What follows belongs to an exercise in optimizing a design on an open flow for small area, a short achievable clock period and few clock cycles per item; a production flow would make more cautious choices. RTL that was checked went through simulation tests only; none was proved equivalent to the original. Only the layout flow was run in runs 3 to 7; the RTL was not checked for function there. Power figures rest on the tool's default switching activity, not on a simulated workload.

$ cat design.v
`timescale 1ns / 1ps
module decimal_to_bcd #(
    parameter INPUT_WIDTH = 14,
    parameter DECIMAL_DIGITS = 4
)(
    input wire clk_i,
    input wire rst_i,
    input wire start_i,
    input wire [INPUT_WIDTH-1 : 0] binary_i,
    output reg [DECIMAL_DIGITS*4-1 : 0] bcd_o,
    output reg done_o
);
function [3:0] add3;
    input [3:0] d;
    begin
        add3[3] = d[3] | (d[2] & (d[1] | d[0]));
        add3[2] = (d[3] & d[0]) | (d[2] & ~d[1] & ~d[0]);
        add3[1] = (d[1] & (~d[2] | d[0])) | (d[3] & ~d[0]);
        add3[0] = (~d[3] & ~d[2] & d[0]) | (d[2] & d[1] & ~d[0]) | (d[3] & ~d[0]);
    end
endfunction
function [19:0] front;
    input [13:0] b;
    reg [29:0] sr;
    integer i, d;
    begin
        sr = {16'd0, b};
        for (i = 0; i < 10; i = i + 1) begin
            for (d = 0; d < 4; d = d + 1)
                sr[14 + d*4 +: 4] = add3(sr[14 + d*4 +: 4]);
            sr = sr << 1;
        end
        front = sr[29:10];
    end
endfunction
function [15:0] back;
    input [19:0] s;
    reg [29:0] sr;
    integer i, d;
    begin
        sr = {s, 10'd0};
        for (i = 10; i < 14; i = i + 1) begin
            for (d = 0; d < 4; d = d + 1)
                sr[14 + d*4 +: 4] = add3(sr[14 + d*4 +: 4]);
            sr = sr << 1;
        end
        back = sr[29:14];
    end
endfunction
wire [19:0] front_w = front(binary_i);
reg  [16:0] mid;
always @(posedge clk_i) begin
    mid <= front_w[16:0];
end
always @(posedge clk_i or posedge rst_i) begin
    if (rst_i) done_o <= 1'b0;
    else       done_o <= start_i;
end
always @(*) begin
    bcd_o = back({{(20-17){1'b0}}, mid});
end
endmodule
$ cat flow/run.sh
#!/bin/bash
# Own layout flow: the standard layout (standard.sh) with
#  - synthesis run through ORFS's own synth script, but with the ABC area
#    script replaced by flow/abc_area.script (combinational mapping only;
#    registers and their names are the standard synthesis's),
#  - the port buffers made from a fast small buffer instead of the default,
set -euo pipefail
W=$(pwd)
BUF=${BUF:-sky130_fd_sc_hd__buf_1}
MARGIN=${MARGIN:-0}
CTS="-sink_clustering_enable -repair_clock_nets -dont_use_dummy_load -root_buf sky130_fd_sc_hd__clkbuf_4 -buf_list sky130_fd_sc_hd__clkbuf_4 -sink_clustering_size 30 -sink_clustering_max_diameter 500"
rm -rf "$W/scripts_mod"
cp -r "$FLOW_HOME/scripts" "$W/scripts_mod"
cp "$W/flow/abc_area.script" "$W/scripts_mod/abc_area.script"
bash standard.sh SCRIPTS_DIR="$W/scripts_mod" ABC_AREA=1 synth > "$W/synth.log" 2>&1
bash standard.sh "BUFFER_PORTS_ARGS=-buffer_cell $BUF" "CTS_ARGS=$CTS" SETUP_SLACK_MARGIN=$MARGIN finish > "$W/layout.log" 2>&1
$ cat flow/abc_area.script
strash
balance -l
resub -K 6 -l
rewrite -l
resub -K 6 -N 2 -l
refactor -l
resub -K 8 -l
balance -l
resub -K 8 -N 2 -l
rewrite -l
resub -K 10 -l
rewrite -z -l
resub -K 10 -N 2 -l
balance -l
resub -K 12 -l
refactor -z -l
resub -K 12 -N 2 -l
rewrite -z -l
balance -l
dch -f
map -B 0.9
topo
buffer -c
upsize -c
dnsize -c
$ cat standard.sh
#!/bin/bash
# synth_recipe.tcl (not shown) runs the flow's synth.tcl, then flattens the netlist and writes it again
# the make line also repeats each setting of config.mk as NAME=value (left out here)
make -C /OpenROAD-flow-scripts/flow DESIGN_CONFIG=/design/flow/config.mk WORK_HOME=/design/flow/orfs CLKGATE_MAP_FILE= SYNTH_SCRIPT=/design/flow/synth_recipe.tcl "${@:-finish}"
$ cat config.mk
export PLATFORM = sky130hd
export DESIGN_NAME = decimal_to_bcd
export DESIGN_NICKNAME = decimal_to_bcd
export VERILOG_FILES = /design/flow/design.v
export SDC_FILE = /design/flow/constraint.sdc
export NUM_CORES = 4
export LEC_CHECK = 0
export ABC_AREA = 1
export CAP_MARGIN = 20
export CORE_MARGIN = 2
export CORE_UTILIZATION = 40
export SLEW_MARGIN = 20
$ cat constraint.sdc
create_clock -name core_clock -period 10.0 [get_ports {clk_i}]
set_input_delay 2.0000 -clock core_clock [delete_from_list [all_inputs] [get_ports {clk_i}]]
set_output_delay 2.0000 -clock core_clock [all_outputs]
set_load 0.01 [all_outputs]
==> flow_summary_export.csv, run 1 <==
group,metric,value,unit
synthesis,seq_area_frac_synth,0.2177,
placed_design,hpwlAfterDp,2.600,mm
clock_tree,post_cts_resized,0,
setup_path,cp.arrival,5.02,ns
placed_design,dp.cells,379,
detailed_routing,antenna_left,0,
timing,setup_viol,0,
detailed_routing,wirelength,2.943,mm
setup_path,slowest_delay,0.16,ns
finish,num_antenna_cells,0,
floorplanning,start_util,0.4165,
clock_tree,cts_tree,"yes",
synthesis,synth_top_area_frac,0.2028,
floorplanning,dieHeight,68.77,um
setup_path,required,10.23,ns
timing,final.period_utilization,0.4791,
min_path,min_path_type,"primary input to asynchronous set/reset pin",
setup_path,crit_path_max_fanout,8,
clock_tree,cts_max_path_buffers,2,
finish,multi_input_area,0.001080,sq mm
clock_tree,clk_pin_slew,0.10,ns
floorplanning,num_rows,23,
setup_path,cp-start-kind,"primary input",
detailed_routing,num_vias,1750,
timing,holdWs,1.501,ns
detailed_routing,dr.pass1.iters,4,
timing,fmax,208.7,MHz
power_and_ir_drop,power.total,481.9,uW
finish,fin_cells,382,
timing,rsz0062_at_grt,"false",
finish,utilization,0.4665,
synthesis,synthDistinctLibCells,29,
clock_tree,clock-root-buffer,"clkbuf_4",
floorplanning,die_area,0.004729,sq mm
synthesis,syn_avg_cell_area,5.649,sq um
finish,seqCellArea,365.4,sq um
detailed_routing,drtIter0Drc,55,
finish,syn2layout_area_growth,12.01,%
detailed_routing,drc,0,
power_and_ir_drop,ir_drop,0.09854,mV
finish,n_fill_cell,455,
timing,finalSetupTns,0,ns
floorplanning,ios,34,
timing,finalCriticalPeriod,4.791,ns
clock_tree,htree_num_levels,1,
setup_path,crit_family,"simple AND/OR/NAND/NOR gates",
placed_design,place_ws,4.901,ns
global_route,grtUsageTotal,0.1317,
placed_design,place_area,0.001857,sq mm
power_and_ir_drop,p_leak,0.9830,nW
synthesis,ys_warn_count,1,
floorplanning,core_area,0.004029,sq mm
timing,slew_headroom,0.7203,
global_route,gr-total-overflow,0,
placed_design,place_congestion,0.7538,
setup_path,crit_top_cell,"nand2_2",
run,cap_violations,0,
setup_path,critPathLaunch,"binary_i[12]",
timing,finalHoldViolCount,0,
power_and_ir_drop,p_per_area,256.4,mW/mm^2
setup_path,critPathBufInv,2,
clock_tree,numCtsBuffers,3,
timing,worstMarginPinSlew,0.4168,ns
placed_design,io_buffers,33,
clock_tree,clock_sinks,18,
detailed_routing,routedWlPerCell,7.704,um
clock_tree,cts_setup_buffers,0,
synthesis,synthTopCellsByArea,"dfxtp_1 (20%), nand2_1 (18%), inv_1 (12%), nand2_2 (7.1%), nor2_1 (5.6%)",
detailed_routing,vias_per_cell,4.581,
global_route,antenna_found_initial,0,
synthesis,synth_fp_nets,314,
run_status,outcome,"no timing/DRC/antenna violations",
finish,fin_area,0.001879,sq mm
setup_path,crit_path_end,"mid[6]",
clock_tree,hold_buffers,0,
timing,layout_setup_ws,5.209,ns
synthesis,synth_cells,297,
finish,drive_gt1_frac,0.1145,
setup_path,crit_type,"primary input to register",
finish,nNetsFinal,351,
setup_path,slowest_stage,"nor2_2",
floorplanning,die_x,68.77,um
setup_path,cp.depth,36,
synthesis,synth-seq-cells,18,
global_route,first_global_vias,1382,
synthesis,syn_area,0.001678,sq mm
global_route,grt_max_degree,11,
global_route,grt_pass1_wl,4.974,mm
synthesis,synth.largest_area_cell,"dfxtp_1",
timing,slew_violations,0,
setup_path,endpoint_kind,"register",
==> sequential cells by signal (all words and copies together), names as in the netlist <==
name,count
mid,17
done_o,1
==> metal layers <==
layer	part of all wire	wire length, um	vias to the layer above	track usage
met4	0.0092	27	0	0.05147
met5	0	0	-	0
met3	0.020	58	2	0.004870
met1	0.51	1515	709	0.1662
li1	-	-	1017	-
met2	0.46	1341	22	0.2356
==> cells in the mapped netlist <==
master and n:
clkinv_1 1, o22ai_1 11, inv_1 52, o21ai_0 13, dfxtp_1 17, xor2_1 4
nand3b_1 1, a211oi_1 2, dfrtp_1 1, nand2_1 82, a21oi_1 13, buf_4 1
nand2_2 19, nand3_1 15, nand2_4 1, inv_2 7, o21ai_1 12, a21boi_2 1
o311ai_1 1, nor2_2 1, nor2b_1 1, o211ai_2 3, xnor2_1 2, a31oi_1 2
nand4_1 3, nor3_1 2, o32ai_1 1, nor2_1 25, or2_2 3
==> how the worst min path moves through the flow <==
stage	from	endpoint	slack, ns
after detailed placement	rst_i	done_o	1.81
after CTS	rst_i	done_o	1.49
after global placement	rst_i	done_o	1.81
after floorplan	rst_i	done_o	1.73
final	rst_i	done_o	1.50
after global routing	rst_i	done_o	1.50
==> logic make-up (layout without fill, tap and decap cells) <==
kind of cell    after synthesis  after routing  synth area share
simple gates                153            153            0.4019
compound gates               59             59            0.2103
xor+xnor                      6              6           0.03132
flops                        18             18            0.2177
buf+inv                      61             96            0.1387
==> report_power, final <==
group / internal [mW] / switching (mW)
Sequential: 0.0862 / 0.00894
Combinational: 0.125 / 0.230
Clock: 0.0139 / 0.0182
==> cell usage in the layout, fill, tap and decap left out, drive strengths merged <==
cell,count
xor2,4
nor2,26
nand4,3
nor2b,1
nand3b,1
dfrtp,1
nor3,2
inv,59
nand2,102
clkbuf,3
o311ai,1
buf,33
or2,3
a21boi,1
a211oi,2
o32ai,1
o21ai,25
xnor2,2
dfxtp,17
nand3,15
a21oi,13
clkinv,1
a31oi,2
o22ai,11
o211ai,3
==> layout make-up <==
class / instances / area share
Multi-Input combinational cell: 218 / 0.5746
Sequential cell: 18 / 0.1944
Inverter: 60 / 0.1198
Timing Repair Buffer: 33 / 0.06591
Tap cell: 50 / 0.03329
Clock buffer: 3 / 0.01198
Testbench counts, summed over its fixed seeds: cycles 2,048, items 2,048.
==> run 2, diff against run 1 <==
--- a/flow/run.sh
+++ b/flow/run.sh
@@ -8,7 +8,7 @@
 W=$(pwd)
 BUF=${BUF:-sky130_fd_sc_hd__buf_1}
 MARGIN=${MARGIN:-0}
-CTS="-sink_clustering_enable -repair_clock_nets -dont_use_dummy_load -root_buf sky130_fd_sc_hd__clkbuf_4 -buf_list sky130_fd_sc_hd__clkbuf_4 -sink_clustering_size 30 -sink_clustering_max_diameter 500"
+CTS="-repair_clock_nets -dont_use_dummy_load -root_buf sky130_fd_sc_hd__clkbuf_8 -buf_list sky130_fd_sc_hd__clkbuf_8"
 rm -rf "$W/scripts_mod"
 cp -r "$FLOW_HOME/scripts" "$W/scripts_mod"
 cp "$W/flow/abc_area.script" "$W/scripts_mod/abc_area.script"
==> run 2 against run 1 <==
Effect of this change:
- sequential share of layout area is 0.19 points lower
- via count is 0.51% higher
- clock-buffer cell count stayed put
- flip-flop and latch count stayed put
- synthesized area stayed put
- largest cell class unchanged
==> flow_summary_export.csv, run 2 <==
group,metric,value,unit
finish,utilization,0.4711,
setup_path,cp.arrival,4.98,ns
setup_path,required,10.14,ns
synthesis,synth-edff-count,0,
timing,worstMarginPinSlew,0.4168,ns
global_route,busiest_layer,"met2",
timing,fmax,206.9,MHz
detailed_routing,vias_per_cell,4.605,
power_and_ir_drop,ir_drop,0.1009,mV
timing,setup_viol,0,
finish,layout_common_cells,"nand2_1 (82), inv_1 (52), buf_1 (33)",
setup_path,crit_type,"primary input to register",
global_route,gr-total-overflow,0,
global_route,grt_max_degree,11,
placed_design,dp.cells,379,
timing,finalSetupTns,0,ns
setup_path,endpoint_kind,"register",
placed_design,place_congestion,0.7538,
timing,final.period_utilization,0.4833,
global_route,met1_usage,0.1662,
clock_tree,clk_pin_slew,0.06,ns
clock_tree,cts_setup_buffers,0,
finish,fin_cells,382,
synthesis,syn_area,0.001678,sq mm
global_route,grt_pass1_wl,4.988,mm
clock_tree,cts_tree,"yes",
synthesis,synth.largest_area_cell,"dfxtp_1",
finish,top_regs,"mid x17, done_o x1",
floorplanning,dieHeight,68.77,um
setup_path,slowest_stage,"nor2_2",
run_status,outcome,"no timing/DRC/antenna violations",
detailed_routing,drtIter0Drc,51,
synthesis,synth_top_area_frac,0.2028,
timing,finalCriticalPeriod,4.833,ns
clock_tree,post_cts_resized,0,
clock_tree,clock-root-buffer,"clkbuf_8",
timing,slew_violations,0,
run,cap_violations,0,
synthesis,synth_fp_nets,314,
global_route,grtUsageTotal,0.1327,
clock_tree,hold_buffers,0,
setup_path,crit_family,"simple AND/OR/NAND/NOR gates",
detailed_routing,drc,0,
detailed_routing,dr.pass1.iters,4,
min_path,min_path_type,"primary input to asynchronous set/reset pin",
clock_tree,cts_max_path_buffers,2,
detailed_routing,num_vias,1759,
finish,layout_commonest_cell,"nand2_1",
detailed_routing,routedWlPerCell,7.746,um
timing,finalHoldViolCount,0,
power_and_ir_drop,p_per_area,261.6,mW/mm^2
floorplanning,die_x,68.77,um
placed_design,place_ws,4.901,ns
finish,largest_reg_flops,17,
synthesis,yosysMostFrequentCell,"nand2_1",
detailed_routing,wirelength,2.959,mm
synthesis,synth_cells,297,
floorplanning,num_rows,23,
setup_path,crit_path_max_fanout,8,
synthesis,async_flop_share,0.05556,
setup_path,slowest_delay,0.16,ns
finish,num_antenna_cells,0,
timing,layout_setup_ws,5.167,ns
finish,n_fill_cell,453,
global_route,use_met3,0.009740,
floorplanning,die_area,0.004729,sq mm
power_and_ir_drop,p_leak,0.9908,nW
floorplanning,core_area,0.004029,sq mm
synthesis,synth-seq-cells,18,
synthesis,syn_avg_cell_area,5.649,sq um
synthesis,synth_flop_cell,"dfxtp_1",
floorplanning,start_util,0.4165,
finish,drive_gt1_frac,0.1145,
setup_path,crit_top_cell,"nand2_2",
finish,top_register,"mid",
setup_path,cp-start-kind,"primary input",
floorplanning,ios,34,
timing,holdWs,1.545,ns
placed_design,hpwlAfterDp,2.600,mm
clock_tree,htree_num_levels,1,
timing,slew_headroom,0.7203,
synthesis,synthDistinctLibCells,29,
finish,syn2layout_area_growth,13.12,%
synthesis,synthTopCellsByArea,"dfxtp_1 (20%), nand2_1 (18%), inv_1 (12%), nand2_2 (7.1%), nor2_1 (5.6%)",
global_route,first_global_vias,1385,
timing,rsz0062_at_grt,"false",
clock_tree,numCtsBuffers,3,
global_route,use_met2,0.2356,
global_route,antenna_found_initial,0,
finish,nNetsFinal,351,
detailed_routing,antenna_left,0,
placed_design,io_buffers,33,
synthesis,synthTopCellsByCount,"nand2_1 (82), inv_1 (52), nor2_1 (25)",
synthesis,seq_area_frac_synth,0.2177,
setup_path,critPathBufInv,2,
synthesis,ys_warn_count,1,
clock_tree,clock_sinks,18,
run 2: cell types whose count changed in the layout (fill, tap and decap cells not counted):
cell	delta
clkbuf_8	+3
clkbuf_4	-3
run 2: power by group:
group	total, mW	internal [mW]	switching [mW]
Combinational	0.355	0.125	0.230
Sequential	0.0952	0.0864	0.00889
Clock	0.0463	0.0266	0.0197
run 2: metrics by stage:
step / power (mW) / cell area [sq um]
after floorplan: 0.3730 / 1678
after global placement: 0.4533 / 1857
after detailed placement: 0.4551 / 1857
after CTS: 0.5023 / 1898
after global routing: 0.5685 / 1898
final: 0.4965 / 1898
run 2: logic make-up (layout without fill, tap and decap cells):
kind of cell | after synthesis | in the layout | share of synthesized area
compound gates | 59 | 59 | 0.2103
flops | 18 | 18 | 0.2177
buf+inv | 61 | 96 | 0.1387
xor+xnor | 6 | 6 | 0.03132
simple gates | 153 | 153 | 0.4019
run 2: final cells by class:
type	count	area, sq um	area share
clock buffers	3	41.29	0.02175
inverters	60	225.2	0.1187
flip-flops and latches	18	365.4	0.1925
well taps	50	62.56	0.03296
repair buffers	33	123.9	0.06526
multi-input cells	218	1080	0.5689
run 2: per-layer routing:
| layer | part of all wire | wire length [um] |
|---|---|---|
| met1 | 0.52 | 1525 |
| met2 | 0.46 | 1353 |
| met4 | 0.0091 | 27 |
| met3 | 0.018 | 52 |
| met5 | 0 | 0 |
run 2: final timing paths:
kind,slack [ns],endpoint,depth (start not counted),from
max,5.17,mid[6],35,binary_i[12]
min,1.55,done_o,2,rst_i
max in group asynchronous,8.37,done_o,2,rst_i
min in group core_clock,1.84,mid[2],1,binary_i[2]
==> run 3, diff against run 2 <==
==> design.v (replaced) <==
`timescale 1ns / 1ps
module decimal_to_bcd #(
    parameter INPUT_WIDTH = 14,
    parameter DECIMAL_DIGITS = 4
)(
    input wire clk_i,
    input wire rst_i,
    input wire start_i,
    input wire [INPUT_WIDTH-1 : 0] binary_i,
    output reg [DECIMAL_DIGITS*4-1 : 0] bcd_o,
    output reg done_o
);
function [5:0] dstep;
    input [4:0] s;
    input c;
    begin
        dstep[0] = (s[0] & ~c) | (s[2] & c);
        dstep[1] = (s[0] & c)  | (s[3] & ~c);
        dstep[2] = (s[1] & ~c) | (s[3] & c);
        dstep[3] = (s[1] & c)  | (s[4] & ~c);
        dstep[4] = (s[2] & ~c) | (s[4] & c);
        dstep[5] = s[3] | s[4] | (s[2] & c);
    end
endfunction
function [3:0] tobcd;
    input [4:0] s;
    input c;
    begin
        tobcd = {s[4], s[2] | s[3], s[1] | s[3], c};
    end
endfunction
function [5:0] frombcd;
    input [3:0] d;
    begin
        frombcd[5] = d[3] | (d[2] & (d[1] | d[0]));                
        frombcd[0] = (~d[3] & ~d[2] & ~d[1] & ~d[0]) | (d[2] & ~d[1] & d[0]);   
        frombcd[1] = (~d[3] & ~d[2] & ~d[1] & d[0]) | (d[2] & d[1] & ~d[0]);    
        frombcd[2] = (~d[3] & ~d[2] & d[1] & ~d[0]) | (d[2] & d[1] & d[0]);     
        frombcd[3] = (~d[2] & d[1] & d[0]) | (d[3] & ~d[0]);                    
        frombcd[4] = (d[2] & ~d[1] & ~d[0]) | (d[3] & d[0]);                    
    end
endfunction
reg  [4:0]  fs [0:3];
reg  [3:0]  fh;
reg  [5:0]  t;
reg  [15:0] front_bcd;
reg  [16:0] mid;
wire [17:0] midp = {{1{1'b0}}, mid};
reg  [4:0]  bs [0:3];
reg  [3:0]  bh;
integer i, j;
always @(*) begin
    for (j = 0; j < 4; j = j + 1) begin
        fs[j] = 5'b00001;
        fh[j] = 1'b0;
    end
    for (i = 0; i < 11; i = i + 1) begin
        for (j = 3; j >= 0; j = j - 1) begin
            t = dstep(fs[j], (j == 0) ? binary_i[13 - i] : fh[j-1]);
            fs[j] = t[4:0];
            fh[j] = t[5];
        end
    end
    front_bcd[3:0] = tobcd(fs[0], binary_i[2]);
    for (j = 1; j < 4; j = j + 1)
        front_bcd[j*4 +: 4] = tobcd(fs[j], fh[j-1]);
end
always @(posedge clk_i) begin
    mid <= {front_bcd[14:0], binary_i[1:0]};
end
always @(posedge clk_i or posedge rst_i) begin
    if (rst_i) done_o <= 1'b0;
    else       done_o <= start_i;
end
always @(*) begin
    for (j = 0; j < 4; j = j + 1) begin
        t = frombcd(midp[2 + j*4 +: 4]);
        bs[j] = t[4:0];
        bh[j] = t[5];
    end
    for (i = 0; i < 1; i = i + 1) begin
        for (j = 3; j >= 0; j = j - 1) begin
            t = dstep(bs[j], (j == 0) ? mid[1 - i] : bh[j-1]);
            bs[j] = t[4:0];
            bh[j] = t[5];
        end
    end
    bcd_o[3:0] = tobcd(bs[0], mid[0]);
    for (j = 1; j < 4; j = j + 1)
        bcd_o[j*4 +: 4] = tobcd(bs[j], bh[j-1]);
end
endmodule
--- a/flow/run.sh
+++ b/flow/run.sh
@@ -6,9 +6,9 @@
 #  - the port buffers made from a fast small buffer instead of the default,
 set -euo pipefail
 W=$(pwd)
-BUF=${BUF:-sky130_fd_sc_hd__buf_1}
+BUF=${BUF:-sky130_fd_sc_hd__buf_2}
 MARGIN=${MARGIN:-0}
-CTS="-repair_clock_nets -dont_use_dummy_load -root_buf sky130_fd_sc_hd__clkbuf_8 -buf_list sky130_fd_sc_hd__clkbuf_8"
+CTS="-sink_clustering_enable -repair_clock_nets -dont_use_dummy_load -sink_clustering_size 30 -sink_clustering_max_diameter 200"
 rm -rf "$W/scripts_mod"
 cp -r "$FLOW_HOME/scripts" "$W/scripts_mod"
 cp "$W/flow/abc_area.script" "$W/scripts_mod/abc_area.script"
==> run 3 against run 2 <==
Effect of this change:
- still clean on timing, DRC and antenna
- combinational power up 5%
- first-iteration DRC count rose by 25%
- fmax is 19% higher
- sequential power grew 29%
==> flow_summary_export.csv, run 3 <==
group,metric,value,unit
floorplanning,num_rows,25,
clock_tree,hold_buffers,0,
power_and_ir_drop,p_per_area,239.5,mW/mm^2
synthesis,yosysMostFrequentCell,"nand2_1",
timing,rsz0062_at_grt,"false",
placed_design,io_buffers,32,
setup_path,crit_top_cell,"nand2_1",
detailed_routing,drtIter0Drc,64,
clock_tree,post_cts_resized,0,
synthesis,synthDistinctLibCells,29,
setup_path,crit_family,"simple AND/OR/NAND/NOR gates",
min_path,min-delay-start,"mid[1]",
detailed_routing,routedWlPerCell,8.668,um
setup_path,critPathBufInv,3,
synthesis,synth-edff-count,0,
detailed_routing,met1_length,1.993,mm
clock_tree,clock_sinks,18,
timing,layout_setup_ws,5.932,ns
synthesis,synth.largest_area_cell,"nand2_1",
synthesis,synth_cells,364,
timing,finalHoldViolCount,0,
detailed_routing,drc,0,
run_status,outcome,"no timing/DRC/antenna violations",
min_path,hold_depth,2,
setup_path,required,10.15,ns
placed_design,hpwlAfterDp,3.451,mm
placed_design,dp.cells,458,
finish,fin_cells,461,
min_path,min_to,"mid[5]",
timing,slew_headroom,0.6251,
timing,finalSetupTns,0,ns
detailed_routing,wirelength,3.996,mm
setup_path,slowest_stage,"nor2_2",
synthesis,synth_top_area_frac,0.2100,
synthesis,synth_top_family_by_area,"simple AND/OR/NAND/NOR gates",
global_route,antenna_found_initial,0,
global_route,grt_pass1_wl,7.058,mm
synthesis,syn_area,0.002019,sq mm
synthesis,muxShareOfSynthArea,0,
floorplanning,core_area,0.004786,sq mm
floorplanning,die_x,75.06,um
setup_path,reg2reg_from,"mid[5]",
floorplanning,dieHeight,75.06,um
finish,nNetsFinal,413,
clock_tree,cts_setup_buffers,0,
timing,finalCriticalPeriod,4.068,ns
setup_path,crit_type,"primary input to register",
detailed_routing,top_layer,"met4",
finish,top_regs,"mid x17, done_o x1",
timing,holdWs,0.5433,ns
synthesis,synth_flop_cell,"dfxtp_1",
finish,utilization,0.4737,
detailed_routing,wl_met2,1.819,mm
synthesis,synthTopCellsByArea,"nand2_1 (21%), dfxtp_1 (17%), nand3_1 (9.4%), inv_1 (9.1%), nand2_2 (5.3%)",
floorplanning,start_util,0.4220,
clock_tree,clock-root-buffer,"clkbuf_8",
clock_tree,cts_max_path_buffers,2,
synthesis,synth-seq-cells,18,
setup_path,crit_path_max_fanout,5,
power_and_ir_drop,p_leak,1.285,nW
floorplanning,die_area,0.005633,sq mm
finish,drive_gt1_frac,0.2411,
min_path,min_path_type,"register to register",
synthesis,syn_avg_cell_area,5.548,sq um
setup_path,r2r-end,"mid[3]",
power_and_ir_drop,ir_drop,0.1288,mV
run,cap_violations,0,
global_route,gr-total-overflow,0,
finish,layout_commonest_cell,"nand2_1",
finish,layout_common_cells,"nand2_1 (113), inv_1 (49), nand3_1 (38)",
clock_tree,cts_tree,"yes",
timing,final.period_utilization,0.4068,
detailed_routing,vias_per_cell,4.607,
setup_path,slowest_delay,0.18,ns
detailed_routing,antenna_left,0,
detailed_routing,num_vias,2124,
setup_path,path_cells,"buf_2, inv_2, nand2_1, nand4_1, nand2_1, nor2_2, nand2_1, inv_2, nand2_1, nand3b_1, nand3_1, nand2_1, nand2_1, nor2_2, nand2_1, nand2_2, nand2_2, nand3_1, nand2_1, nor2_2, nand2_2, nand2_1, nand2_1",
placed_design,place_congestion,0.8504,
setup_path,cp-start-kind,"primary input",
finish,largest_reg_flops,17,
timing,worstMarginPinSlew,0.5581,ns
timing,skew,0.0004388,ns
setup_path,reg2reg_slack,8.84,ns
detailed_routing,dr_wl_met3,118,um
clock_tree,clk_pin_slew,0.06,ns
global_route,first_global_vias,1812,
synthesis,seq_area_frac_synth,0.1809,
timing,setup_viol,0,
synthesis,synth_compound_area_frac,0.1208,
synthesis,synthAdderAreaFrac,0,
synthesis,ys_warn_count,8,
finish,top_register,"mid",
detailed_routing,dr.pass1.iters,4,
global_route,grtUsageTotal,0.1540,
synthesis,synth_fp_nets,381,
setup_path,endpoint_kind,"register",
finish,syn2layout_area_growth,12.27,%
setup_path,cp.arrival,4.21,ns
setup_path,r2r_cells,4,
clock_tree,htree_num_levels,1,
timing,slew_violations,0,
synthesis,synth-simple-area-share,0.5589,
global_route,grt_max_degree,10,
finish,n_fill_cell,535,
clock_tree,insertion_delay,0.25,ns
timing,fmax,245.8,MHz
synthesis,synthTopCellsByCount,"nand2_1 (113), inv_1 (49), nand3_1 (38)",
synthesis,synthXorXnorAreaFrac,0,
floorplanning,ios,34,
placed_design,place_ws,5.671,ns
clock_tree,numCtsBuffers,3,
finish,num_antenna_cells,0,
synthesis,async_flop_share,0.05556,
[run 3: power breakdown]
| part | internal (mW) | switching (mW) |
|---|---|---|
| clock | 0.0267 | 0.0213 |
| sequential | 0.0994 | 0.0234 |
| combinational | 0.141 | 0.231 |
[run 3: worst max path at each step]
stage,startpoint,end,cells past startpoint
global route,binary_i[13],mid[10],19
CTS,binary_i[13],mid[11],23
floorplan,binary_i[13],mid[11],22
finish,binary_i[13],mid[11],23
global placement,binary_i[13],mid[11],23
detailed placement,binary_i[13],mid[11],23
[run 3: cell families after synthesis]
family                 Yosys count
and+or+nand+nor                233
buffers and inverters           70
DFF                             18
AOI/OAI and AO/OA               43
[run 3: cell type report]
type / count / area [sq um] / area share
Multi-Input combinational cell: 276 / 1373 / 0.6054
Sequential cell: 18 / 365.4 / 0.1611
Inverter: 65 / 244.0 / 0.1076
Timing Repair Buffer: 32 / 160.2 / 0.07064
Tap cell: 67 / 83.83 / 0.03698
Clock buffer: 3 / 41.29 / 0.01821
[run 3: worst register-to-register path, stage by stage, from the launching register on]
cell,delay (ns)
dfxtp_1,0.35
inv_1,0.06
o21ai_0,0.33
nor2_1,0.11
o21ai_0,0.22
[run 3: per-stage QoR]
step                total power, mW  cell area, sq um
floorplan                    0.4103              2019
global placement             0.4952              2226
finish                       0.5429              2267
CTS                          0.5485              2267
global route                 0.6126              2267
detailed placement           0.4994              2226
[run 3: layer usage]
layer | up-vias | track usage
met4 | 0 | 0.05357
li1 | 1213 | -
met5 | - | 0
met2 | 30 | 0.2661
met3 | 4 | 0.01339
met1 | 877 | 0.2000
==> run 4, diff against run 3 <==
--- a/design.v
+++ b/design.v
@@ -45,7 +45,7 @@
 reg  [5:0]  t;
 reg  [15:0] front_bcd;
 reg  [16:0] mid;
-wire [17:0] midp = {{1{1'b0}}, mid};
+wire [18:0] midp = {{2{1'b0}}, mid};
 reg  [4:0]  bs [0:3];
 reg  [3:0]  bh;
 integer i, j;
@@ -54,19 +54,19 @@
         fs[j] = 5'b00001;
         fh[j] = 1'b0;
     end
-    for (i = 0; i < 11; i = i + 1) begin
+    for (i = 0; i < 10; i = i + 1) begin
         for (j = 3; j >= 0; j = j - 1) begin
             t = dstep(fs[j], (j == 0) ? binary_i[13 - i] : fh[j-1]);
             fs[j] = t[4:0];
             fh[j] = t[5];
         end
     end
-    front_bcd[3:0] = tobcd(fs[0], binary_i[2]);
+    front_bcd[3:0] = tobcd(fs[0], binary_i[3]);
     for (j = 1; j < 4; j = j + 1)
         front_bcd[j*4 +: 4] = tobcd(fs[j], fh[j-1]);
 end
 always @(posedge clk_i) begin
-    mid <= {front_bcd[14:0], binary_i[1:0]};
+    mid <= {front_bcd[13:0], binary_i[2:0]};
 end
 always @(posedge clk_i or posedge rst_i) begin
     if (rst_i) done_o <= 1'b0;
@@ -74,13 +74,13 @@
 end
 always @(*) begin
     for (j = 0; j < 4; j = j + 1) begin
-        t = frombcd(midp[2 + j*4 +: 4]);
+        t = frombcd(midp[3 + j*4 +: 4]);
         bs[j] = t[4:0];
         bh[j] = t[5];
     end
-    for (i = 0; i < 1; i = i + 1) begin
+    for (i = 0; i < 2; i = i + 1) begin
         for (j = 3; j >= 0; j = j - 1) begin
-            t = dstep(bs[j], (j == 0) ? mid[1 - i] : bh[j-1]);
+            t = dstep(bs[j], (j == 0) ? mid[2 - i] : bh[j-1]);
             bs[j] = t[4:0];
             bh[j] = t[5];
         end
==> run 4 against run 3 <==
Effect of this change:
- via count increased by 1.4%
- fmax increased by 1.9%
- first-iteration DRC count decreased by 13%
- cell area decreased by 1.6%
- sequential share of layout area increased by 0.26 points
- worst hold slack improved by 0.018 ns
- utilization decreased by 0.45 points
- clock skew about the same
- wire length decreased by 1.0%
- synthesized cell count decreased by 0.27%
- sequential power decreased by 16%
- largest cell class unchanged
==> flow_summary_export.csv, run 4 <==
group,metric,value,unit
run_status,outcome,"no timing/DRC/antenna violations",
run,cap_violations,0,
timing,holdWs,0.5614,ns
synthesis,seq_area_frac_synth,0.1842,
timing,final.period_utilization,0.3991,
clock_tree,clock_sinks,18,
finish,fin_cells,460,
synthesis,synth-edff-count,0,
clock_tree,clock-root-buffer,"clkbuf_8",
synthesis,async_flop_share,0.05556,
power_and_ir_drop,power.total,499.6,uW
synthesis,synth_flop_cell,"dfxtp_1",
timing,finalCriticalPeriod,3.991,ns
floorplanning,num_rows,25,
finish,num_antenna_cells,0,
timing,finalHoldViolCount,0,
setup_path,r2r_cells,9,
global_route,antenna_found_initial,0,
min_path,min-delay-start,"mid[1]",
finish,nNetsFinal,412,
setup_path,critPathLaunch,"mid[6]",
timing,skew,0.0008960,ns
timing,fmax,250.6,MHz
placed_design,place_congestion,0.8408,
floorplanning,die_area,0.005537,sq mm
setup_path,reg2reg_slack,8.32,ns
detailed_routing,dr.pass1.iters,4,
synthesis,syn_area,0.001983,sq mm
timing,slew_headroom,0.7064,
floorplanning,ios,34,
setup_path,cp-start-kind,"register",
synthesis,ys_warn_count,8,
placed_design,io_buffers,32,
setup_path,reg2reg_from,"mid[6]",
placed_design,dp.cells,457,
synthesis,synth.largest_area_cell,"nand2_1",
power_and_ir_drop,p_sw_frac,0.5114,
clock_tree,htree_num_levels,1,
clock_tree,post_cts_resized,0,
finish,top_regs,"mid x17, done_o x1",
min_path,hold_depth,1,
detailed_routing,antenna_left,0,
setup_path,path_cells,"inv_1, o21ai_0, nor3_1, inv_1, nor2_1, nor3_1, inv_1, o21ai_0, buf_2",
setup_path,required,8.00,ns
timing,layout_setup_ws,6.009,ns
setup_path,slowest_delay,0.38,ns
synthesis,yosysMostFrequentCell,"nand2_1",
setup_path,critPathBufInv,4,
placed_design,hpwlAfterDp,3.462,mm
clock_tree,insertion_delay,0.25,ns
detailed_routing,routedWlPerCell,8.598,um
detailed_routing,vias_per_cell,4.680,
power_and_ir_drop,clkPwrFrac,0.096,
detailed_routing,drtIter0Drc,56,
clock_tree,numCtsBuffers,3,
setup_path,crit_type,"register to primary output",
min_path,min_to,"mid[4]",
power_and_ir_drop,comb_power_share,0.697,
clock_tree,clk_pin_slew,0.07,ns
global_route,gr-total-overflow,0,
finish,layout_common_cells,"nand2_1 (118), inv_1 (54), nand3_1 (43)",
floorplanning,dieHeight,74.41,um
timing,rsz0062_at_grt,"false",
synthesis,synthDistinctLibCells,28,
setup_path,crit_top_cell,"inv_1",
finish,layout_commonest_cell,"nand2_1",
setup_path,r2r-end,"mid[5]",
power_and_ir_drop,intPower,244.1,uW
timing,setup_viol,0,
power_and_ir_drop,ir_drop,0.1060,mV
clock_tree,cts_tree,"yes",
floorplanning,start_util,0.4171,
floorplanning,die_x,74.41,um
global_route,first_global_vias,1808,
synthesis,synth_top_area_frac,0.2233,
detailed_routing,wirelength,3.955,mm
detailed_routing,drc,0,
finish,n_fill_cell,559,
synthesis,synth_cells,363,
synthesis,synthTopCellsByCount,"nand2_1 (118), inv_1 (54), nand3_1 (43)",
synthesis,syn_avg_cell_area,5.463,sq um
global_route,grtUsageTotal,0.1490,
finish,top_register,"mid",
power_and_ir_drop,p_leak,1.263,nW
synthesis,synthTopCellsByArea,"nand2_1 (22%), dfxtp_1 (17%), nand3_1 (11%), inv_1 (10%), o21ai_0 (8.3%)",
synthesis,synth_fp_nets,380,
power_and_ir_drop,p_per_area,224.0,mW/mm^2
setup_path,endpoint_kind,"primary output",
clock_tree,cts_setup_buffers,0,
power_and_ir_drop,p_sw,255.5,uW
finish,largest_reg_flops,17,
setup_path,crit_family,"compound AO/OA/AOI/OAI gates",
timing,worstMarginPinSlew,0.4358,ns
clock_tree,cts_max_path_buffers,2,
synthesis,synth-seq-cells,18,
power_and_ir_drop,p_seq_frac,0.207,
detailed_routing,num_vias,2153,
setup_path,crit_path_max_fanout,5,
min_path,min_path_type,"register to register",
setup_path,slowest_stage,"o21ai_0",
global_route,grt_max_degree,11,
finish,syn2layout_area_growth,12.49,%
floorplanning,core_area,0.004755,sq mm
setup_path,cp.arrival,1.99,ns
finish,drive_gt1_frac,0.1832,
clock_tree,hold_buffers,0,
placed_design,place_ws,5.952,ns
global_route,grt_pass1_wl,6.851,mm
timing,finalSetupTns,0,ns
timing,slew_violations,0,
## run 4: per-stage QoR
| stage | utilization | instance area [sq um] |
|---|---|---|
| after floorplan | - | 1983 |
| after global placement | 0.4605 | 2190 |
| after detailed placement | 0.4605 | 2190 |
| after CTS | 0.4692 | 2231 |
| after global routing | 0.4692 | 2231 |
| final | 0.4692 | 2231 |
## run 4: layout make-up
class	instances	area [sq um]	area share
timing repair buffer	32	160.2	0.07179
multi-input combinational	279	1351	0.6057
tap	67	83.83	0.03758
clock buffer	3	41.29	0.01851
inverter	61	229.0	0.1026
sequential	18	365.4	0.1638
## run 4: power by group through the flow
stage / Clock (mW) / Sequential [mW] / Combinational, mW
global placement: 0 / 0.105 / 0.347
CTS: 0.0502 / 0.104 / 0.352
floorplan: 0 / 0.102 / 0.268
finish: 0.0479 / 0.103 / 0.348
detailed placement: 0 / 0.105 / 0.351
global route: 0.0534 / 0.107 / 0.403
## run 4: worst max path at each step
| stage | end | slack (ns) | cells after the start |
|---|---|---|---|
| finish | bcd_o[5] | 6.01 | 9 |
| global route | bcd_o[2] | 5.70 | 10 |
| CTS | bcd_o[5] | 5.99 | 9 |
| detailed placement | mid[8] | 5.95 | 21 |
| global placement | mid[8] | 5.93 | 21 |
| floorplan | mid[8] | 6.34 | 18 |
## run 4: routing by layer
metal / vias up / routed length (um) / GRT usage
met5: - / 0 / 0
met2: 28 / 1968 / 0.2871
met4: 0 / 43 / 0.04960
li1: 1219 / - / -
met3: 4 / 91 / 0.005420
met1: 902 / 1850 / 0.1750
## run 4: worst register-to-register path: stages (launching register included)
cell      delay [ns]
dfxtp_1         0.34
inv_1           0.07
o21ai_0         0.38
nor3_1          0.08
inv_1           0.08
nand2_1         0.04
o21ai_0         0.10
inv_1           0.11
o21ai_0         0.20
o211ai_1        0.14
## run 4: cell families (layout without fill, tap and decap cells)
kind of cell	count (synthesis)	in the layout	share of synthesized area
DFF	18	18	0.1842
buffers and inverters	66	96	0.1344
AOI/OAI and AO/OA	56	56	0.1666
and+or+nand+nor	223	223	0.5148
==> run 5, diff against run 4 <==
==> flow/abc_area.script (replaced) <==
strash
&get -n
&dch -f
&nf -R 1000
&put
topo
buffer -c
upsize -c
dnsize -c
==> run 5 against run 4 <==
Effect of this change:
- clock power barely moved
- still clean on timing, DRC and antenna
- combinational power fell by 11%
- clock-buffer cell count did not move
- final cell count fell by 24%
- power fell by 4.9%
- non-clock buffer count did not move
- clock skew barely moved
- first-iteration DRC count fell by 18%
- synthesized cell count fell by 24%
==> flow_summary_export.csv, run 5 <==
group,metric,value,unit
run_status,outcome,"no timing/DRC/antenna violations",
synthesis,synthTopCellsByArea,"dfxtp_1 (18%), nand2_1 (8.9%), a21oi_1 (7.8%), nor2_1 (7.7%), o21ai_0 (6.2%)",
timing,worstMarginPinSlew,0.4735,ns
timing,holdWs,0.5392,ns
min_path,min_path_type,"register to register",
detailed_routing,drc,0,
setup_path,slowest_delay,0.34,ns
global_route,grt_pass1_wl,6.361,mm
clock_tree,numCtsBuffers,3,
timing,setup_viol,0,
timing,finalCriticalPeriod,4.351,ns
floorplanning,die_x,72.13,um
setup_path,path_cells,"buf_2, nor3_1, a21oi_2, a21oi_1, nor2_1, a21oi_2, nand2_1, nand2_1, o21ai_1, mux2_4, o21ai_1, nor2_1, or3_1",
synthesis,synth-simple-area-share,0.3221,
synthesis,synth_top_area_frac,0.1833,
finish,nNetsFinal,315,
placed_design,io_buffers,32,
synthesis,synth_cells,276,
synthesis,synthAdderAreaFrac,0,
timing,rsz0062_at_grt,"false",
clock_tree,cts_max_path_buffers,2,
synthesis,seq_area_frac_synth,0.1968,
timing,finalSetupTns,0,ns
synthesis,synth.largest_area_cell,"dfxtp_1",
setup_path,reg2reg_from,"mid[3]",
run,cap_violations,0,
clock_tree,insertion_delay,0.25,ns
finish,largest_reg_flops,17,
synthesis,synthXorXnorAreaFrac,0,
synthesis,synthDistinctLibCells,45,
finish,utilization,0.4598,
timing,slew_violations,0,
detailed_routing,antenna_left,0,
detailed_routing,drtIter0Drc,46,
floorplanning,core_area,0.004414,sq mm
detailed_routing,num_vias,1786,
timing,skew,0.0004630,ns
finish,top_register,"mid",
floorplanning,ios,34,
timing,layout_setup_ws,5.649,ns
synthesis,async_flop_share,0.05556,
finish,top_regs,"mid x17, done_o x1",
synthesis,synth-seq-cells,18,
finish,drive_gt1_frac,0.2196,
timing,finalHoldViolCount,0,
setup_path,cp-start-kind,"primary input",
global_route,gr-total-overflow,0,
detailed_routing,wirelength,3.519,mm
setup_path,required,10.12,ns
clock_tree,htree_num_levels,1,
clock_tree,hold_buffers,0,
synthesis,yosysMostFrequentCell,"nand2_1",
placed_design,dp.cells,345,
finish,layout_common_cells,"nand2_1 (44), nor2_1 (38), buf_2 (32)",
global_route,grtUsageTotal,0.1462,
clock_tree,clock_sinks,18,
clock_tree,cts_tree,"yes",
finish,num_antenna_cells,0,
floorplanning,num_rows,24,
synthesis,synth_top_family_by_area,"simple AND/OR/NAND/NOR gates",
detailed_routing,vias_per_cell,5.132,
floorplanning,dieHeight,72.13,um
clock_tree,clk_pin_slew,0.07,ns
global_route,grt_max_degree,12,
synthesis,synthTopCellsByCount,"nand2_1 (44), nor2_1 (38), a21oi_1 (29)",
finish,n_fill_cell,459,
synthesis,synth-edff-count,0,
timing,fmax,229.8,MHz
power_and_ir_drop,p_per_area,234.0,mW/mm^2
clock_tree,clock-root-buffer,"clkbuf_8",
detailed_routing,routedWlPerCell,10.11,um
min_path,min-delay-start,"mid[1]",
finish,layout_commonest_cell,"nand2_1",
setup_path,critPathLaunch,"binary_i[11]",
floorplanning,start_util,0.4206,
setup_path,endpoint_kind,"register",
clock_tree,post_cts_resized,0,
synthesis,synth_fp_nets,293,
setup_path,slowest_stage,"or3_1",
global_route,first_global_vias,1571,
finish,syn2layout_area_growth,9.299,%
power_and_ir_drop,ir_drop,0.08245,mV
synthesis,synth_compound_area_frac,0.3154,
detailed_routing,dr.pass1.iters,4,
global_route,antenna_found_initial,0,
setup_path,crit_path_max_fanout,11,
setup_path,crit_type,"primary input to register",
synthesis,syn_area,0.001857,sq mm
synthesis,ys_warn_count,8,
synthesis,syn_avg_cell_area,6.727,sq um
synthesis,muxShareOfSynthArea,0.1011,
placed_design,place_ws,5.371,ns
placed_design,place_congestion,0.7658,
placed_design,hpwlAfterDp,2.922,mm
synthesis,synth_flop_cell,"dfxtp_1",
clock_tree,cts_setup_buffers,0,
power_and_ir_drop,p_leak,0.8613,nW
finish,fin_cells,348,
floorplanning,die_area,0.005203,sq mm
timing,final.period_utilization,0.4351,
setup_path,cp.arrival,4.47,ns
timing,slew_headroom,0.6838,
## run 5: cell types whose count changed after synthesis, sizes merged, moves of 7 or more
| cell | delta |
|---|---|
| a21oi | +30 |
| inv | -54 |
| mux2i | +10 |
| nand2 | -87 |
| nand3 | -37 |
| nor2 | +7 |
| nor2b | +11 |
## run 5: power by group
group	internal (mW)	total, mW	switching (mW)
combinational	0.134	0.310	0.176
sequential	0.0909	0.117	0.0261
clock	0.0267	0.0482	0.0215
total	0.251	0.475	0.224
## run 5: critical path: cells and delay by family
family / cells / cell delay, ns
compound gates: 5 / 0.86
simple gates: 6 / 1.11
mux: 1 / 0.33
buf+inv: 1 / 0.16
## run 5: cell families (layout without fill, tap and decap cells)
logic type	after synthesis	count (layout)
compound gates	93	93
buf+inv	22	42
flops	18	18
mux	16	16
simple gates	127	127
## run 5: per-layer routing
layer / share of wire / routed length, um / up-vias / global-route usage
met3: 0.020 / 71 / 5 / 0.01389
met2: 0.48 / 1681 / 24 / 0.2559
met5: 0 / 0 / - / 0
li1: - / - / 1004 / -
met4: 0.013 / 46 / 0 / 0.05451
met1: 0.49 / 1720 / 753 / 0.1853
## run 5: layout make-up
class,count,area (sq um),share of cell area
multi-input cells,236,1371,0.6757
well taps,52,65.06,0.03206
repair buffers,32,160.2,0.07891
flip-flops and latches,18,365.4,0.1800
clock buffers,3,41.29,0.02035
inverters,7,26.28,0.01295
## run 5: worst paths after layout
kind | end | slack, ns | cells past startpoint
max | mid[9] | 5.65 | 13
min | mid[6] | 0.54 | 1
max reg2reg | mid[4] | 8.36 | 6
min reg2reg | mid[6] | 0.54 | 1
max in group asynchronous | done_o | 8.35 | 2
min in group asynchronous | done_o | 1.56 | 2
## run 5: metrics by stage
| stage | power [mW] | cell area, sq um |
|---|---|---|
| 6_report | 0.4750 | 2029 |
| 5_1_grt | 0.5283 | 2029 |
| 4_1_cts | 0.4796 | 2029 |
| 3_5_place_dp | 0.4301 | 1988 |
| 3_3_place_gp | 0.4252 | 1988 |
| 2_1_floorplan | 0.3568 | 1857 |
==> run 6, diff against run 5 <==
==> design.v (replaced) <==
`timescale 1ns / 1ps
module decimal_to_bcd #(
    parameter INPUT_WIDTH = 14,
    parameter DECIMAL_DIGITS = 4
)(
    input wire clk_i,
    input wire rst_i,
    input wire start_i,
    input wire [INPUT_WIDTH-1 : 0] binary_i,
    output reg [DECIMAL_DIGITS*4-1 : 0] bcd_o,
    output reg done_o
);
function [3:0] dstep;
    input [2:0] q;
    input c;
    begin
        dstep[3] = q[2] | (c & q[1]) | (q[0] & q[1]);
        dstep[2] = (~c & ~q[0] & q[1]) | (c & q[2]);
        dstep[1] = (q[0] & ~q[1]) | (~c & q[2]) | (c & q[0]);
        dstep[0] = (c & ~q[1] & ~q[2]) | (~c & q[2]) | (~c & q[0] & q[1]);
    end
endfunction
function [3:0] tobcd;
    input [2:0] q;
    input c;
    begin
        tobcd[3] = q[2];
        tobcd[2] = q[1];
        tobcd[1] = q[0];
        tobcd[0] = c;
    end
endfunction
function [15:0] front;
    input [13:0] b;
    reg [11:0] q;
    reg [3:0] h, c, t;
    integer i, j;
    begin
        q = 12'd0;
        h = 4'd0;
        for (i = 0; i < 10; i = i + 1) begin
            c = {h[2:0], b[13 - i]};
            for (j = 0; j < 4; j = j + 1) begin
                t = dstep(q[j*3 +: 3], c[j]);
                q[j*3 +: 3] = t[2:0];
                h[j] = t[3];
            end
        end
        c = {h[2:0], b[3]};
        for (j = 0; j < 4; j = j + 1)
            front[j*4 +: 4] = {q[j*3 +: 3], c[j]};
    end
endfunction
function [15:0] back;
    input [18:0] m;
    reg [11:0] q;
    reg [3:0] h, c, t;
    integer i, j;
    begin
        for (j = 0; j < 4; j = j + 1) begin
            t = dstep(m[3 + j*4 + 1 +: 3], m[3 + j*4]);
            q[j*3 +: 3] = t[2:0];
            h[j] = t[3];
        end
        for (i = 0; i < 2; i = i + 1) begin
            c = {h[2:0], m[2 - i]};
            for (j = 0; j < 4; j = j + 1) begin
                t = dstep(q[j*3 +: 3], c[j]);
                q[j*3 +: 3] = t[2:0];
                h[j] = t[3];
            end
        end
        c = {h[2:0], m[0]};
        for (j = 0; j < 4; j = j + 1)
            back[j*4 +: 4] = tobcd(q[j*3 +: 3], c[j]);
    end
endfunction
wire [15:0] front_w = front(binary_i);
reg  [16:0] mid;
always @(posedge clk_i) begin
    mid <= {front_w[13], front_w[12], front_w[11], front_w[10], front_w[9], front_w[8], front_w[7], front_w[6], front_w[5], front_w[4], front_w[3], front_w[2], front_w[1], front_w[0], binary_i[2:0]};
end
always @(posedge clk_i or posedge rst_i) begin
    if (rst_i) done_o <= 1'b0;
    else       done_o <= start_i;
end
wire [18:0] midx = {1'b0, 1'b0, mid[16], mid[15], mid[14], mid[13], mid[12], mid[11], mid[10], mid[9], mid[8], mid[7], mid[6], mid[5], mid[4], mid[3], mid[2:0]};
always @(*) bcd_o = back(midx);
endmodule
--- a/flow/run.sh
+++ b/flow/run.sh
@@ -6,7 +6,7 @@
 #  - the port buffers made from a fast small buffer instead of the default,
 set -euo pipefail
 W=$(pwd)
-BUF=${BUF:-sky130_fd_sc_hd__buf_2}
+BUF=${BUF:-sky130_fd_sc_hd__buf_1}
 MARGIN=${MARGIN:-0}
 CTS="-sink_clustering_enable -repair_clock_nets -dont_use_dummy_load -sink_clustering_size 30 -sink_clustering_max_diameter 200"
 rm -rf "$W/scripts_mod"
==> flow/abc_area.script (replaced) <==
strash
balance -l
resub -K 6 -l
rewrite -l
resub -K 6 -N 2 -l
refactor -l
resub -K 8 -l
balance -l
resub -K 8 -N 2 -l
rewrite -l
resub -K 10 -l
rewrite -z -l
resub -K 10 -N 2 -l
balance -l
resub -K 12 -l
refactor -z -l
resub -K 12 -N 2 -l
rewrite -z -l
balance -l
dch -f
map -B 0.9
topo
buffer -c
upsize -c
dnsize -c
==> run 6 against run 5 <==
Effect of this change:
- still clean on timing, DRC and antenna
- synthesized area shrank 0.94%
- first-iteration DRC count grew 52%
- sequential power shrank 5%
- cell area grew 1.6%
- combinational power grew 41%
- sequential share of layout area shrank 0.28 points
- critical path type unchanged
- critical endpoint is now mid[8]
==> flow_summary_export.csv, run 6 <==
group,metric,value,unit
run_status,outcome,"no timing/DRC/antenna violations",
setup_path,slowest_delay,0.19,ns
finish,drive_gt1_frac,0.1135,
detailed_routing,routedWlPerCell,8.047,um
synthesis,async_flop_share,0.05556,
timing,fmax,229.3,MHz
synthesis,synthTopCellsByArea,"nand2_1 (22%), dfxtp_1 (19%), inv_1 (11%), nand3_1 (8.2%), o21ai_0 (6.3%)",
timing,rsz0062_at_grt,"false",
synthesis,synth_cells,335,
synthesis,syn_avg_cell_area,5.490,sq um
synthesis,synth_fp_nets,352,
power_and_ir_drop,intPower,274.4,uW
clock_tree,numCtsBuffers,3,
detailed_routing,drtIter0Drc,70,
detailed_routing,num_vias,2004,
setup_path,cp-start-kind,"primary input",
setup_path,critPathBufInv,3,
setup_path,crit_top_cell,"nand2_1",
detailed_routing,wirelength,3.396,mm
synthesis,synth-seq-cells,18,
clock_tree,post_cts_resized,0,
timing,finalCriticalPeriod,4.360,ns
min_path,min_path_type,"primary input to asynchronous set/reset pin",
setup_path,slowest_stage,"nand4_1",
power_and_ir_drop,p_sw_frac,0.5381,
global_route,use_met2,0.2449,
synthesis,synthDistinctLibCells,29,
finish,nNetsFinal,389,
timing,finalSetupTns,0,ns
placed_design,io_buffers,33,
timing,slew_headroom,0.7298,
global_route,grtUsageTotal,0.1410,
global_route,use_met3,0.01266,
global_route,met1_usage,0.1842,
clock_tree,cts_setup_buffers,0,
synthesis,syn_area,0.001839,sq mm
power_and_ir_drop,comb_power_share,0.733,
timing,worstMarginPinSlew,0.4011,ns
finish,top_register,"mid",
clock_tree,clock_sinks,18,
synthesis,synth.largest_area_cell,"nand2_1",
global_route,grt_max_degree,11,
setup_path,crit_type,"primary input to register",
global_route,grt_pass1_wl,6.203,mm
finish,largest_reg_flops,17,
synthesis,synth_top_area_frac,0.2245,
setup_path,crit_path_max_fanout,5,
finish,layout_common_cells,"nand2_1 (110), inv_1 (55), buf_1 (33)",
power_and_ir_drop,ir_drop,0.1006,mV
global_route,first_global_vias,1658,
setup_path,endpoint_kind,"register",
finish,top_regs,"mid x17, done_o x1",
floorplanning,num_rows,24,
detailed_routing,dr.pass1.iters,4,
global_route,gr-total-overflow,0,
synthesis,yosysMostFrequentCell,"nand2_1",
synthesis,seq_area_frac_synth,0.1986,
power_and_ir_drop,clkPwrFrac,0.080,
floorplanning,die_x,71.81,um
finish,utilization,0.4703,
synthesis,synthTopCellsByCount,"nand2_1 (110), inv_1 (55), nand3_1 (30)",
power_and_ir_drop,p_sw,319.8,uW
clock_tree,cts_tree,"yes",
placed_design,place_congestion,0.8028,
clock_tree,hold_buffers,0,
clock_tree,clk_pin_slew,0.06,ns
detailed_routing,vias_per_cell,4.749,
clock_tree,cts_max_path_buffers,2,
detailed_routing,antenna_left,0,
placed_design,hpwlAfterDp,2.998,mm
setup_path,required,10.14,ns
global_route,antenna_found_initial,0,
finish,syn2layout_area_growth,12.11,%
setup_path,cp.arrival,4.50,ns
timing,finalHoldViolCount,0,
detailed_routing,drc,0,
power_and_ir_drop,p_per_area,288.2,mW/mm^2
timing,slew_violations,0,
run,cap_violations,0,
power_and_ir_drop,p_leak,1.175,nW
timing,setup_viol,0,
finish,layout_commonest_cell,"nand2_1",
synthesis,synth_flop_cell,"dfxtp_1",
clock_tree,clock-root-buffer,"clkbuf_8",
floorplanning,ios,34,
floorplanning,core_area,0.004384,sq mm
clock_tree,htree_num_levels,1,
synthesis,synth-edff-count,0,
setup_path,crit_family,"simple AND/OR/NAND/NOR gates",
global_route,busiest_layer,"met2",
floorplanning,start_util,0.4195,
synthesis,ys_warn_count,1,
power_and_ir_drop,power.total,594.2,uW
finish,num_antenna_cells,0,
power_and_ir_drop,p_seq_frac,0.187,
floorplanning,dieHeight,71.81,um
floorplanning,die_area,0.005157,sq mm
timing,final.period_utilization,0.4360,
[run 6: changes by cell type after synthesis, sizes merged, moves of 6 or more]
cell,change
nand2,+80
nor2,-10
inv,+57
o22ai,+7
nand3,+27
a21oi,-30
mux2i,-10
nand4,+7
mux2,-6
buf,-10
o21ai,-9
nand2b,-6
nor2b,-11
[run 6: final timing paths]
| check | slack (ns) | startpoint | to | cells after the start |
|---|---|---|---|---|
| max | 5.64 | binary_i[11] | mid[8] | 26 |
| min | 1.54 | rst_i | done_o | 2 |
| max in group asynchronous | 8.37 | rst_i | done_o | 2 |
| min in group core_clock | 1.84 | binary_i[3] | mid[3] | 1 |
[run 6: cell type report]
class / count / area [sq um]
sequential: 18 / 365.4
inverter: 64 / 240.2
timing repair buffer: 33 / 123.9
multi-input combinational: 252 / 1226
clock buffer: 3 / 41.29
fill: 486 / 2322
tap: 52 / 65.06
[run 6: cells by family after synthesis]
kind of cell,count (synthesis),share of synthesized area
buffers and inverters,65,0.1347
flip-flops,18,0.1986
AO/OA/AOI/OAI,49,0.1571
AND/OR/NAND/NOR,203,0.5095
[run 6: stage by stage]
stage                     cell area [sq um]  hold slack (ns)  setup slack, ns  instances
final                                  2062            1.542            5.640        422
after global routing                   2062            1.559            5.252        422
after CTS                              2062            1.538            5.619        422
after detailed placement               2021            1.810            5.359        419
after global placement                 2021            1.807            5.369        419
after floorplan                        1839            1.729            5.914        335
[run 6: power by group through the flow]
stage               registers (mW)  clock network, mW  logic [mW]
finish                       0.111             0.0473       0.436
global route                 0.115             0.0528       0.513
CTS                          0.111             0.0495       0.439
detailed placement           0.113                  0       0.438
global placement             0.112                  0       0.435
floorplan                    0.109                  0       0.342
[run 6: layer usage]
| metal | up-vias | share of wire |
|---|---|---|
| li1 | 1143 | - |
| met5 | - | 0 |
| met2 | 30 | 0.46 |
| met1 | 827 | 0.50 |
| met3 | 4 | 0.023 |
| met4 | 0 | 0.012 |
==> run 7, diff against run 6 <==
--- a/design.v
+++ b/design.v
@@ -14,18 +14,18 @@
     input [2:0] q;
     input c;
     begin
-        dstep[3] = q[2] | (c & q[1]) | (q[0] & q[1]);
-        dstep[2] = (~c & ~q[0] & q[1]) | (c & q[2]);
-        dstep[1] = (q[0] & ~q[1]) | (~c & q[2]) | (c & q[0]);
-        dstep[0] = (c & ~q[1] & ~q[2]) | (~c & q[2]) | (~c & q[0] & q[1]);
+        dstep[3] = q[2] | (c & q[1]);
+        dstep[2] = (~c & q[1]) | (c & q[0] & ~q[2]) | (~q[0] & q[2]);
+        dstep[1] = (~c & q[0] & ~q[2]) | (c & q[0] & q[2]);
+        dstep[0] = (c & ~q[1] & ~q[2]) | (~c & q[2]);
     end
 endfunction
 function [3:0] tobcd;
     input [2:0] q;
     input c;
     begin
-        tobcd[3] = q[2];
-        tobcd[2] = q[1];
+        tobcd[3] = (~q[0] & q[2]);
+        tobcd[2] = q[1] | (q[0] & q[2]);
         tobcd[1] = q[0];
         tobcd[0] = c;
     end
==> flow/abc_area.script (replaced) <==
strash
&get -n
&dch -f
&nf -R 1000
&put
topo
buffer -c
upsize -c
dnsize -c
==> run 7 against run 6 <==
Effect of this change:
- wire length is 17% lower
- combinational power is 38% higher
- die area is 11% lower
- sequential power is 11% higher
- non-clock buffer count stayed put
- flip-flop and latch count stayed put
- clock power is 2% lower
- synthesized cell count is 29% lower
- global-route usage is 0.95 points lower
- first-iteration DRC count is 31% lower
- via count is 20% lower
- sequential share of layout area is 2.1 points higher
==> flow_summary_export.csv, run 7 <==
group,metric,value,unit
finish,nNetsFinal,293,
floorplanning,start_util,0.4126,
global_route,gr-total-overflow,0,
power_and_ir_drop,p_per_area,416.5,mW/mm^2
floorplanning,dieHeight,67.77,um
global_route,first_global_vias,1262,
global_route,grt_max_degree,10,
synthesis,seq_area_frac_synth,0.2246,
setup_path,crit_path_max_fanout,6,
clock_tree,cts_setup_buffers,0,
finish,multi_input_area,0.001156,sq mm
timing,fmax,201.9,MHz
timing,worstMarginPinSlew,0.4480,ns
detailed_routing,dr.pass1.iters,4,
global_route,grt_pass1_wl,4.864,mm
setup_path,critPathLaunch,"binary_i[12]",
timing,finalCriticalPeriod,4.952,ns
clock_tree,cts_max_path_buffers,2,
power_and_ir_drop,ir_drop,0.1357,mV
finish,seqCellArea,365.4,sq um
setup_path,endpoint_kind,"register",
finish,top_register,"mid",
timing,finalSetupTns,0,ns
setup_path,required,10.13,ns
clock_tree,clock_sinks,18,
floorplanning,ios,34,
placed_design,hpwlAfterDp,2.334,mm
floorplanning,die_x,67.77,um
finish,drive_gt1_frac,0.08029,
floorplanning,die_area,0.004593,sq mm
synthesis,synth-seq-cells,18,
synthesis,ys_warn_count,1,
clock_tree,cts_tree,"yes",
clock_tree,clock-root-buffer,"clkbuf_8",
timing,slew_violations,0,
timing,rsz0062_at_grt,"false",
finish,syn2layout_area_growth,13.54,%
synthesis,synth-edff-count,0,
min_path,min_path_type,"primary input to asynchronous set/reset pin",
finish,layout_commonest_cell,"nand2_1",
synthesis,synth.largest_area_cell,"dfxtp_1",
setup_path,cp-start-kind,"primary input",
timing,finalHoldViolCount,0,
detailed_routing,routedWlPerCell,8.722,um
detailed_routing,antenna_left,0,
finish,utilization,0.4684,
floorplanning,core_area,0.003943,sq mm
synthesis,synthDistinctLibCells,42,
synthesis,syn_avg_cell_area,6.806,sq um
synthesis,yosysMostFrequentCell,"nand2_1",
synthesis,async_flop_share,0.05556,
placed_design,io_buffers,33,
setup_path,cp.arrival,5.08,ns
timing,setup_viol,0,
placed_design,place_congestion,0.6924,
detailed_routing,vias_per_cell,4.960,
clock_tree,htree_num_levels,1,
run_status,outcome,"no timing/DRC/antenna violations",
finish,layout_common_cells,"nand2_1 (34), buf_1 (33), nor2_1 (28)",
detailed_routing,drtIter0Drc,48,
timing,final.period_utilization,0.4952,
synthesis,synth_fp_nets,256,
detailed_routing,num_vias,1607,
finish,top_regs,"mid x17, done_o x1",
detailed_routing,wirelength,2.826,mm
setup_path,crit_type,"primary input to register",
run,cap_violations,0,
clock_tree,clk_pin_slew,0.06,ns
finish,n_fill_cell,442,
synthesis,synth_top_area_frac,0.2092,
clock_tree,numCtsBuffers,3,
global_route,antenna_found_initial,0,
clock_tree,post_cts_resized,0,
synthesis,synth_flop_cell,"dfxtp_1",
power_and_ir_drop,p_leak,0.7598,nW
finish,largest_reg_flops,17,
synthesis,syn_area,0.001627,sq mm
synthesis,synthTopCellsByArea,"dfxtp_1 (21%), nand2_1 (7.8%), nor2_1 (6.5%), inv_1 (6.0%), xnor2_1 (5.9%)",
floorplanning,num_rows,23,
timing,slew_headroom,0.7013,
finish,num_antenna_cells,0,
synthesis,synthTopCellsByCount,"nand2_1 (34), nor2_1 (28), inv_1 (26)",
global_route,grtUsageTotal,0.1314,
clock_tree,hold_buffers,0,
synthesis,synth_cells,239,
detailed_routing,drc,0,
run 7: cell types whose count changed in the layout (fill, tap and decap cells not counted), sizes merged, moves of 9 or more:
cell,change
a21oi,+12
and2,+9
inv,-38
nand2,-89
nand3,-26
o21ai,-14
xnor2,+11
run 7: cell families after synthesis:
group | Yosys count | synth area share
AND/OR/NAND/NOR | 105 | 0.3015
AO/OA/AOI/OAI | 71 | 0.3116
buffers and inverters | 27 | 0.06461
flip-flops | 18 | 0.2246
XOR/XNOR | 17 | 0.09154
multiplexers | 1 | 0.006154
run 7: layer usage:
layer / global-route usage / vias to the layer above / wire length, um
li1: - / 907 / -
met1: 0.1779 / 673 / 1476
met2: 0.2120 / 25 / 1221
met3: 0.01000 / 2 / 96
met4: 0.06000 / 0 / 32
met5: 0 / - / 0
run 7: how the worst max path moves through the flow:
stage | slack (ns) | endpoint
after detailed placement | 4.81 | mid[10]
after global placement | 4.85 | mid[10]
after floorplan | 5.26 | mid[10]
after CTS | 5.07 | mid[10]
after global routing | 4.67 | mid[4]
final | 5.05 | mid[10]
run 7: critical path, stage by stage:
cell	delay, ns
buf_1	0.15
o21ai_2	0.26
nand2_2	0.11
xor2_1	0.16
a31oi_1	0.19
inv_1	0.11
a221oi_4	0.33
xor2_1	0.12
and2_2	0.22
a21o_2	0.24
nand2_1	0.06
o22ai_1	0.07
a21oi_1	0.29
o22ai_1	0.12
a31oi_1	0.31
a21oi_1	0.07
a221o_1	0.26
run 7: final cells by class:
cell class                 count  area share
tap                           50     0.03388
timing repair buffer          33     0.06707
sequential                    18      0.1978
multi-input combinational    194      0.6260
inverter                      26     0.05285
clock buffer                   3     0.02236
run 7: report_power, final:
group / internal, mW / switching [mW]
sequential: 0.0995 / 0.0235
combinational: 0.244 / 0.356
clock: 0.0266 / 0.0199
run 7: through the flow:
step           power (mW)  cell area (sq um)  hold WS (ns)  std cells  worst slack (ns)
6_report           0.7691               1847         1.549        324             5.048
5_1_grt            0.8674               1847         1.573        324             4.672
4_1_cts            0.7774               1847         1.542        324             5.065
3_3_place_gp       0.7253               1805         1.805        321             4.852
2_1_floorplan      0.5994               1627         1.729        239             5.256
3_5_place_dp       0.7280               1805         1.808        321             4.812

## what the ideal ports hide
Ports are ideal in the flow. The routed layouts listed here were re-timed in OpenROAD.
Step 1 assumes that a clkbuf_16 drives the clock port and a buf_2 every other input.
Step 2 moves the port delays by t, midway between the first and last clock arrival at a register: inputs arrive t later, outputs are due t later. That takes back most of the time a late clock gives input paths.
a / b / c = no drivers / after step 1 / after step 2; a / b = the first two.
run	t (ns)	slack for setup (ns)	hold slack, ns	clock arrival spread, ns	worst data-port slew with drivers (ns)
run 1	0.292	5.209 / 5.209 / 4.917	1.501 / 1.504 / 1.796	0.019 / 0.019	0.03
run 2	0.263	5.167 / 5.169 / 4.906	1.545 / 1.545 / 1.808	0.012 / 0.011	0.03
run 3	0.272	5.932 / 5.939 / 5.668	0.543 / 0.543 / 0.543	0.001 / 0.001	0.03
run 4	0.269	6.009 / 5.984 / 5.932	0.561 / 0.561 / 0.561	0.014 / 0.013	0.03
run 5	0.269	5.649 / 5.654 / 5.385	0.539 / 0.539 / 0.539	0.015 / 0.016	0.03
run 6	0.267	5.640 / 5.639 / 5.372	1.542 / 1.540 / 1.806	0.009 / 0.009	0.03
run 7	0.265	5.048 / 5.052 / 4.787	1.549 / 1.547 / 1.812	0.001 / 0.002	0.03
After both steps setup and hold are still met in every run listed. For run 1, which loses most, drivers alone change the setup slack by 0.000 ns; drivers and shift together by -0.292 ns.
